From an optimization exercise on the open Yosys and OpenROAD flow, aimed at small area; shortcuts taken in it are not production practice. In this exercise RTL edits were held to simulation tests only and were not proved equivalent to the original.

==> flow/design.v (excerpt) <==
module snn_top #(
    parameter int ECG_WIDTH          = 11,   
    parameter int DM_STEP_SIZE       = 4,    
    parameter int NUM_HIDDEN_LAYERS  = 4,
    parameter int NEURONS_PER_LAYER  = 8,
    parameter int NEURON_WIDTH       = 16,   
    parameter int NEURON_FRAC_WIDTH  = 8,    
    parameter int CURRENT_WIDTH      = 16,
    parameter int CURRENT_FRAC_WIDTH = 1,
    parameter int WEIGHT_WIDTH       = 8,
    parameter int NUM_TIMESTEPS      = 10,   
    parameter logic signed [31:0] MATCH_THRESHOLD = 32'h0001_0000
)(
    input  logic                                        clk,
    input  logic                                        rst_n,
    input  logic [ECG_WIDTH-1:0]                        ecg_in,
    input  logic                                        inference_start,
    output logic                                        inference_done,
    output logic                                        match,
    output logic [1:0]                                  dm_spike_raster,  
    output logic [NUM_HIDDEN_LAYERS*NEURONS_PER_LAYER-1:0] spike_raster,
    output logic signed [31:0]                          prediction,
    input  logic                                        weight_en,
    input  logic [$clog2(NEURONS_PER_LAYER)-1:0]        weight_addr,
    input  logic signed [NEURON_WIDTH-1:0]              weight_data
);
For scale: roughly 4100 cells after synthesis, ~100 I/O pins, ~48000 um2 of cells after synthesis.
make LEC_CHECK=0 CAP_MARGIN=20 CORE_MARGIN=2 CORE_UTILIZATION=55 CTS_BUF_LIST=sky130_fd_sc_hd__clkbuf_8 CTS_CLUSTER_DIAMETER=50 CTS_CLUSTER_SIZE=14 PLACE_DENSITY=0.7 SLEW_MARGIN=20 finish   # period 14.0 ns
run.sh (not shown) runs the stock make flow with config.mk's settings and CLKGATE_MAP_FILE= SYNTH_SCRIPT=/design/flow/synth_recipe.tcl, a recipe that flattens the netlist after the stock synthesis.
Edit:
--- a/flow/config.mk
+++ b/flow/config.mk
@@ -10,5 +10,4 @@
-export CORE_UTILIZATION = 55
-export CTS_BUF_LIST = sky130_fd_sc_hd__clkbuf_8
-export CTS_CLUSTER_DIAMETER = 50
-export CTS_CLUSTER_SIZE = 14
-export PLACE_DENSITY = 0.7
+export CORE_UTILIZATION = 40
+export CTS_BUF_LIST = sky130_fd_sc_hd__clkbuf_4 sky130_fd_sc_hd__clkbuf_8
+export CTS_CLUSTER_SIZE = 30
+export PLACE_DENSITY = 0.6
Routed wire length grows by 6.9%.
Design area grows by 4.0%.
Flip-flop and latch count does not change.
Critical path depth grows by 2.
Final cell count grows by 11%.
Fmax shrinks by 0.63%.
Worst setup slack got worse by 0.084 ns.
Global-route usage shrinks by 5.3 points.
Sequential share of layout area shrinks by 1.6 points.
Area after synthesis stays the same.
Edit:
--- a/flow/config.mk
+++ b/flow/config.mk
@@ -10,4 +10,5 @@
-export CORE_UTILIZATION = 40
-export CTS_BUF_LIST = sky130_fd_sc_hd__clkbuf_4 sky130_fd_sc_hd__clkbuf_8
-export CTS_CLUSTER_SIZE = 30
-export PLACE_DENSITY = 0.6
+export CORE_UTILIZATION = 55
+export CTS_BUF_LIST = sky130_fd_sc_hd__clkbuf_16
+export CTS_CLUSTER_DIAMETER = 60
+export CTS_CLUSTER_SIZE = 24
+export PLACE_DENSITY = 0.7
Die area drops by about 27%.
Core utilization climbs by 16 points.
Flip-flop and latch count stays the same.
Global-route usage climbs by 5.3 points.
Final area drops by about 2.8%.
Clock-buffer cell count drops by 157.
Fmax climbs by 0.74%.
Edit:
--- a/flow/config.mk
+++ b/flow/config.mk
@@ -10,5 +10,2 @@
-export CORE_UTILIZATION = 55
-export CTS_BUF_LIST = sky130_fd_sc_hd__clkbuf_16
-export CTS_CLUSTER_DIAMETER = 60
-export CTS_CLUSTER_SIZE = 24
-export PLACE_DENSITY = 0.7
+export CORE_UTILIZATION = 40
+export PLACE_DENSITY = 0.6
=>
- sequential share of layout area decreases by 1.1 points
- worst setup slack loses 0.11 ns
- core utilization decreases by 16 points
- synthesized cell count is unchanged
- design area increases by 2.7%
- worst hold slack stays flat
- clock-buffer cell count rises by 50
- wire length went up by 5.3%
- maximum frequency went down by 0.79%

========
snn_top, a different RTL version from the one above (not shown whole).
Size in the first run: roughly 3700 cells after synthesis, about 0.045 mm² of cells after synthesis.
==> flow/design.v (excerpt) <==
module snn_top #(
    parameter int ECG_WIDTH          = 11,   
    parameter int DM_STEP_SIZE       = 4,    
    parameter int NUM_HIDDEN_LAYERS  = 4,
    parameter int NEURONS_PER_LAYER  = 8,
    parameter int NEURON_WIDTH       = 16,   
    parameter int NEURON_FRAC_WIDTH  = 8,    
    parameter int CURRENT_WIDTH      = 16,
    parameter int CURRENT_FRAC_WIDTH = 1,
    parameter int WEIGHT_WIDTH       = 8,
    parameter int NUM_TIMESTEPS      = 10,   
    parameter logic signed [31:0] MATCH_THRESHOLD = 32'h0001_0000
)(
    input  logic                                        clk,
    input  logic                                        rst_n,
    input  logic [ECG_WIDTH-1:0]                        ecg_in,
    input  logic                                        inference_start,
    output logic                                        inference_done,
    output logic                                        match,
    output logic [1:0]                                  dm_spike_raster,  
    output logic [NUM_HIDDEN_LAYERS*NEURONS_PER_LAYER-1:0] spike_raster,
    output logic signed [31:0]                          prediction,
    input  logic                                        weight_en,
    input  logic [$clog2(NEURONS_PER_LAYER)-1:0]        weight_addr,
    input  logic signed [NEURON_WIDTH-1:0]              weight_data
);
export LEC_CHECK = 0
export CAP_MARGIN = 10
export CORE_MARGIN = 2
export CORE_UTILIZATION = 65
export CTS_BUF_LIST = sky130_fd_sc_hd__clkbuf_8
export CTS_CLUSTER_DIAMETER = 80
export CTS_CLUSTER_SIZE = 18
export PLACE_DENSITY = 0.75
export SLEW_MARGIN = 10
create_clock -name core_clock -period 14.0 [get_ports {clk}]
standard.sh (not shown) runs the stock make flow with config.mk's settings and CLKGATE_MAP_FILE= SYNTH_SCRIPT=/design/flow/synth_recipe.tcl, a recipe that flattens the netlist after the stock synthesis.
==> flow/flow/run.sh <==
#!/bin/bash
# Layout: the standard flow (standard.sh), with these changes:
#  - after the standard synthesis, flow/polarity.py chooses the polarity of
#    each full-adder cell so that fewer inverters are needed between adders,
#    then flow/reabc.sh re-maps the other combinational logic with ABC
#    (combinational cells only; every register is left as synthesized);
#  - the input and output port buffers are the smallest buffer cell (buf_1)
#    rather than the delay buffer the flow picks by default;
#  - clock tree synthesis runs without dummy loads (CTS_ARGS repeats the
#    flow's CTS settings from config.mk and adds -dont_use_dummy_load).
# Each step writes its full output to its own log file in this folder.
set -euo pipefail
export BUFFER_PORTS_ARGS="-buffer_cell sky130_fd_sc_hd__buf_1"
export CTS_ARGS="-sink_clustering_enable -repair_clock_nets -sink_clustering_size 18 -sink_clustering_max_diameter 80 -buf_list sky130_fd_sc_hd__clkbuf_8 -dont_use_dummy_load"
R=orfs/results/sky130hd/snn_top/base
bash standard.sh synth > standard_synth.log 2>&1
cp "$R/1_2_yosys.v" 1_2_yosys.standard.v
python3 flow/polarity.py 1_2_yosys.standard.v 1_2_yosys.polarity.v --remap > polarity.log 2>&1
bash flow/reabc.sh 1_2_yosys.polarity.v "$R/1_2_yosys.v" > reabc.log 2>&1
touch "$R/1_2_yosys.v"
bash standard.sh > standard_flow.log 2>&1
==> flow/flow/reabc.sh <==
#!/bin/bash
# reabc.sh IN.v OUT.v : re-map the netlist's plain combinational logic with
# ABC (as ORFS's synthesis does, same script, liberty and don't-use cells),
# keeping every flip-flop, tie cell and full-adder cell as it is (half
# adders are re-mapped with the logic around them).
# Run after polarity.py, so that ABC can fold the inverters that pass added
# into the surrounding logic.
set -euo pipefail
IN=$1
OUT=$2
P=$FLOW_HOME/platforms/sky130hd
LIB=$P/lib/sky130_fd_sc_hd__tt_025C_1v80.lib
YOSYS=${YOSYS_EXE:-$FLOW_HOME/../tools/install/yosys/bin/yosys}
DONT_USE=""
for c in $(sed -n '/^export DONT_USE_CELLS/,/^$/p' $P/config.mk | tr -d '\\' | tr ' ' '\n' | grep '^sky130_'); do
  DONT_USE="$DONT_USE -dont_use $c"
done
cat > reabc.ys <<EOT
read_liberty -ignore_miss_func $LIB
read_verilog $IN
hierarchy -top snn_top
setattr -mod -set keep_hierarchy 1 sky130_fd_sc_hd__fa_* sky130_fd_sc_hd__df* sky130_fd_sc_hd__edf* sky130_fd_sc_hd__conb_1
flatten
opt -purge
abc -script $FLOW_HOME/scripts/abc_speed.script -liberty $LIB $DONT_USE -D 14000
setundef -zero
splitnets
opt_clean -purge
hilomap -singleton -hicell sky130_fd_sc_hd__conb_1 HI -locell sky130_fd_sc_hd__conb_1 LO
insbuf -buf sky130_fd_sc_hd__buf_1 A X
opt_clean -purge
select snn_top
write_verilog -noattr -noexpr -nohex -nodec -selected $OUT
EOT
$YOSYS -s reabc.ys
Other scripts of this flow, unchanged in this note and not shown: flow/flow/polarity.py
==> next run, changes <==
--- a/flow/flow/run.sh
+++ b/flow/flow/run.sh
@@ -13,3 +13,3 @@
 export BUFFER_PORTS_ARGS="-buffer_cell sky130_fd_sc_hd__buf_1"
-export CTS_ARGS="-sink_clustering_enable -repair_clock_nets -sink_clustering_size 18 -sink_clustering_max_diameter 80 -buf_list sky130_fd_sc_hd__clkbuf_8 -dont_use_dummy_load"
+export CTS_ARGS="-sink_clustering_enable -repair_clock_nets -sink_clustering_size 17 -sink_clustering_max_diameter 70 -buf_list sky130_fd_sc_hd__clkbuf_8 -dont_use_dummy_load"
 R=orfs/results/sky130hd/snn_top/base
--- a/flow/config.mk
+++ b/flow/config.mk
@@ -11,4 +11,4 @@
 export CTS_BUF_LIST = sky130_fd_sc_hd__clkbuf_8
-export CTS_CLUSTER_DIAMETER = 80
-export CTS_CLUSTER_SIZE = 18
+export CTS_CLUSTER_DIAMETER = 70
+export CTS_CLUSTER_SIZE = 17
 export PLACE_DENSITY = 0.75
=> Clock-buffer cell count went up by 4. Final area is about the same. Non-clock buffer count went up by 4. Area after synthesis barely changes.
==> next run, changes <==
--- a/flow/flow/run.sh
+++ b/flow/flow/run.sh
@@ -13,3 +13,3 @@
 export BUFFER_PORTS_ARGS="-buffer_cell sky130_fd_sc_hd__buf_1"
-export CTS_ARGS="-sink_clustering_enable -repair_clock_nets -sink_clustering_size 17 -sink_clustering_max_diameter 70 -buf_list sky130_fd_sc_hd__clkbuf_8 -dont_use_dummy_load"
+export CTS_ARGS="-sink_clustering_enable -repair_clock_nets -sink_clustering_size 16 -sink_clustering_max_diameter 70 -buf_list sky130_fd_sc_hd__clkbuf_8 -dont_use_dummy_load"
 R=orfs/results/sky130hd/snn_top/base
--- a/flow/config.mk
+++ b/flow/config.mk
@@ -12,3 +12,3 @@
 export CTS_CLUSTER_DIAMETER = 70
-export CTS_CLUSTER_SIZE = 17
+export CTS_CLUSTER_SIZE = 16
 export PLACE_DENSITY = 0.75
What happened: The new run passed the timing, DRC and antenna checks; via count hardly moves; final area barely changes; setup slack gains 0.92 ns; wire length shrinks slightly; worst hold slack loses 0.0094 ns; register-to-register slack gains 0.92 ns.
==> next run, changes <==
==> flow/flow/abc_remap.script (new file) <==
&get -n
&st
&dch
&nf
&st
&syn2
&if -g -K 6
&synch2
&nf
&st
&syn2
&if -g -K 6
&synch2
&nf
&st
&syn2
&if -g -K 6
&synch2
&nf
&st
&syn2
&if -g -K 6
&synch2
&nf
&st
&syn2
&if -g -K 6
&synch2
&nf
&put
topo
stime -c
dnsize -c
--- a/flow/flow/reabc.sh
+++ b/flow/flow/reabc.sh
@@ -2,3 +2,5 @@
 # reabc.sh IN.v OUT.v : re-map the netlist's plain combinational logic with
-# ABC (as ORFS's synthesis does, same script, liberty and don't-use cells),
+# ABC (ORFS's speed script without its buffering and upsizing, which the
+# layout's own timing repair does where needed; same liberty and
+# don't-use cells),
 # keeping every flip-flop, tie cell and full-adder cell as it is (half
@@ -24,3 +26,3 @@
 opt -purge
-abc -script $FLOW_HOME/scripts/abc_speed.script -liberty $LIB $DONT_USE -D 14000
+abc -script $(pwd)/flow/abc_remap.script -liberty $LIB $DONT_USE -D 14000
 setundef -zero
=> Area after synthesis fell by about 0.7%. Clock-buffer cell count does not change. Core utilization rose by 0.27 points. Design area hardly moves. Final cell count fell by 0.56%.

========
Another version of the RTL of snn_top (not shown whole).
Size in the first run: ~100 I/O pins.
Settings: LEC_CHECK=0, CAP_MARGIN=20, CORE_MARGIN=2, CORE_UTILIZATION=55, CTS_BUF_LIST=sky130_fd_sc_hd__clkbuf_4, CTS_CLUSTER_DIAMETER=40, CTS_CLUSTER_SIZE=10, PLACE_DENSITY=0.7, SLEW_MARGIN=20; clock period 14.0 ns.
run.sh (not shown) runs the stock make flow with config.mk's settings and CLKGATE_MAP_FILE= SYNTH_SCRIPT=/design/flow/synth_recipe.tcl, a recipe that flattens the netlist after the stock synthesis.
Stock flow here: none of the scripts above is used.
The first run completed without violations.
Then changed:
==> flow/flow/run.sh (new file) <==
#!/bin/bash
# Layout: the standard flow (standard.sh, the standard synthesis included),
# with one change: the input and output port buffers are the smallest buffer
# cell (buf_1) rather than the delay buffer the flow picks by default.
set -euo pipefail
export BUFFER_PORTS_ARGS="-buffer_cell sky130_fd_sc_hd__buf_1"
bash standard.sh > standard_flow.log 2>&1
==> flow/standard.sh (new file) <==
#!/bin/bash
# synth_recipe.tcl (not shown) runs the flow's synth.tcl, then flattens the netlist and writes it again
# the make line also repeats each setting of config.mk as NAME=value (left out here)
make -C /OpenROAD-flow-scripts/flow DESIGN_CONFIG=/design/flow/config.mk WORK_HOME=/design/flow/orfs CLKGATE_MAP_FILE= SYNTH_SCRIPT=/design/flow/synth_recipe.tcl "${@:-finish}"
- CTS_BUF_LIST: sky130_fd_sc_hd__clkbuf_4 -> sky130_fd_sc_hd__clkbuf_8
- CTS_CLUSTER_DIAMETER: 40 -> 70
- CTS_CLUSTER_SIZE: 10 -> 16
removed: flow/run.sh
The changed run finished clean.
Routed wire length went down by 1.1%.
Non-clock buffer count falls by 1.
Worst setup slack gets better by 270 ps.
Worst hold slack gets better by 16 ps.
Fmax climbs by 2.1%.
Count of clock-buffer cells in the layout decreases by 90.
Die area stays the same.
Final cell count shrinks by 2.1%.
Then changed:
==> flow/run.sh (new file) <==
#!/bin/bash
# synth_recipe.tcl (not shown) runs the flow's synth.tcl, then flattens the netlist and writes it again
# the make line also repeats each setting of config.mk as NAME=value (left out here)
make -C /OpenROAD-flow-scripts/flow DESIGN_CONFIG=/design/flow/config.mk WORK_HOME=/design/flow/orfs CLKGATE_MAP_FILE= SYNTH_SCRIPT=/design/flow/synth_recipe.tcl finish
- CTS_CLUSTER_DIAMETER: 70 -> 60
- CTS_CLUSTER_SIZE: 16 -> 18
removed: flow/flow/run.sh
removed: flow/standard.sh
Final area rose by 1.6%.
Core utilization goes up by 0.96 points.
Global-route usage stays flat.
Non-clock buffer count came out higher by 1.
Via count came out higher by 0.46%.
Wire length rises by 0.59%.
Area after synthesis is unchanged.
Worst setup slack degrades by 150 ps.
Then changed:
- CTS_CLUSTER_DIAMETER: 60 -> 70
- CTS_CLUSTER_SIZE: 18 -> 16
=>
- The new run produced a clean layout
- via count hardly moves
- wire length is about the same
- synthesized cell count is unchanged
- sequential share of layout area came out higher by 0.27 points
- setup slack gets worse by 93 ps
- fmax came out lower by about 0.7%
- critical path depth stays the same
- final area came out lower by 0.63%

[separate check: timing with driven ports]
How much do the figures lean on ideal ports? The routed layouts below were timed once more, with nothing changed but the port constraints. Step 1 sets driving cells, clkbuf_16 on the clock port and buf_2 on the other inputs (assumed; they add their load-dependent delay and slew). Step 2 adds t to the input delays and takes it off the output delays; t is the mean of the earliest and latest rising clock arrival at the registers after step 1. Input paths then give back, and output paths get back, about the clock's delay inside the block. Slacks: ideal ports / drivers / drivers and shift; pairs: ideal ports / drivers.
| run | t (ns) | setup WS [ns] | hold WS [ns] | slew at the worst register clock pin (ns) |
|---|---|---|---|---|
| the first run of note 1 | 0.830 | 0.815 / 0.815 / 0.815 | 0.314 / 0.314 / 0.314 | 0.10 / 0.10 |
| the second run of note 1 | 0.885 | 0.731 / 0.731 / 0.731 | 0.290 / 0.290 / 0.290 | 0.07 / 0.07 |
| the third run of note 1 | 0.702 | 0.829 / 0.829 / 0.829 | 0.307 / 0.307 / 0.307 | 0.09 / 0.09 |
| the fourth run of note 1 | 0.756 | 0.724 / 0.724 / 0.724 | 0.309 / 0.309 / 0.309 | 0.07 / 0.07 |
| the first run of note 2 | 0.732 | 1.112 / 1.112 / 1.112 | 0.292 / 0.292 / 0.292 | 0.12 / 0.12 |
| the second run of note 2 | 0.739 | 1.118 / 1.118 / 1.118 | 0.304 / 0.304 / 0.304 | 0.11 / 0.11 |
| the third run of note 2 | 0.725 | 2.037 / 2.037 / 2.037 | 0.295 / 0.295 / 0.295 | 0.11 / 0.11 |
| the fourth run of note 2 | 0.734 | 0.873 / 0.873 / 0.873 | 0.280 / 0.280 / 0.280 | 0.11 / 0.11 |
| the first run of note 3 | 1.097 | 1.115 / 1.115 / 1.115 | 0.288 / 0.288 / 0.288 | 0.12 / 0.12 |
| the second run of note 3 | 0.776 | 1.385 / 1.385 / 1.385 | 0.304 / 0.304 / 0.304 | 0.11 / 0.11 |
| the third run of note 3 | 0.798 | 1.234 / 1.234 / 1.234 | 0.308 / 0.308 / 0.308 | 0.11 / 0.11 |
| the fourth run of note 3 | 0.774 | 1.142 / 1.142 / 1.142 | 0.293 / 0.293 / 0.293 | 0.12 / 0.12 |
After both steps setup and hold are still met in every run listed.
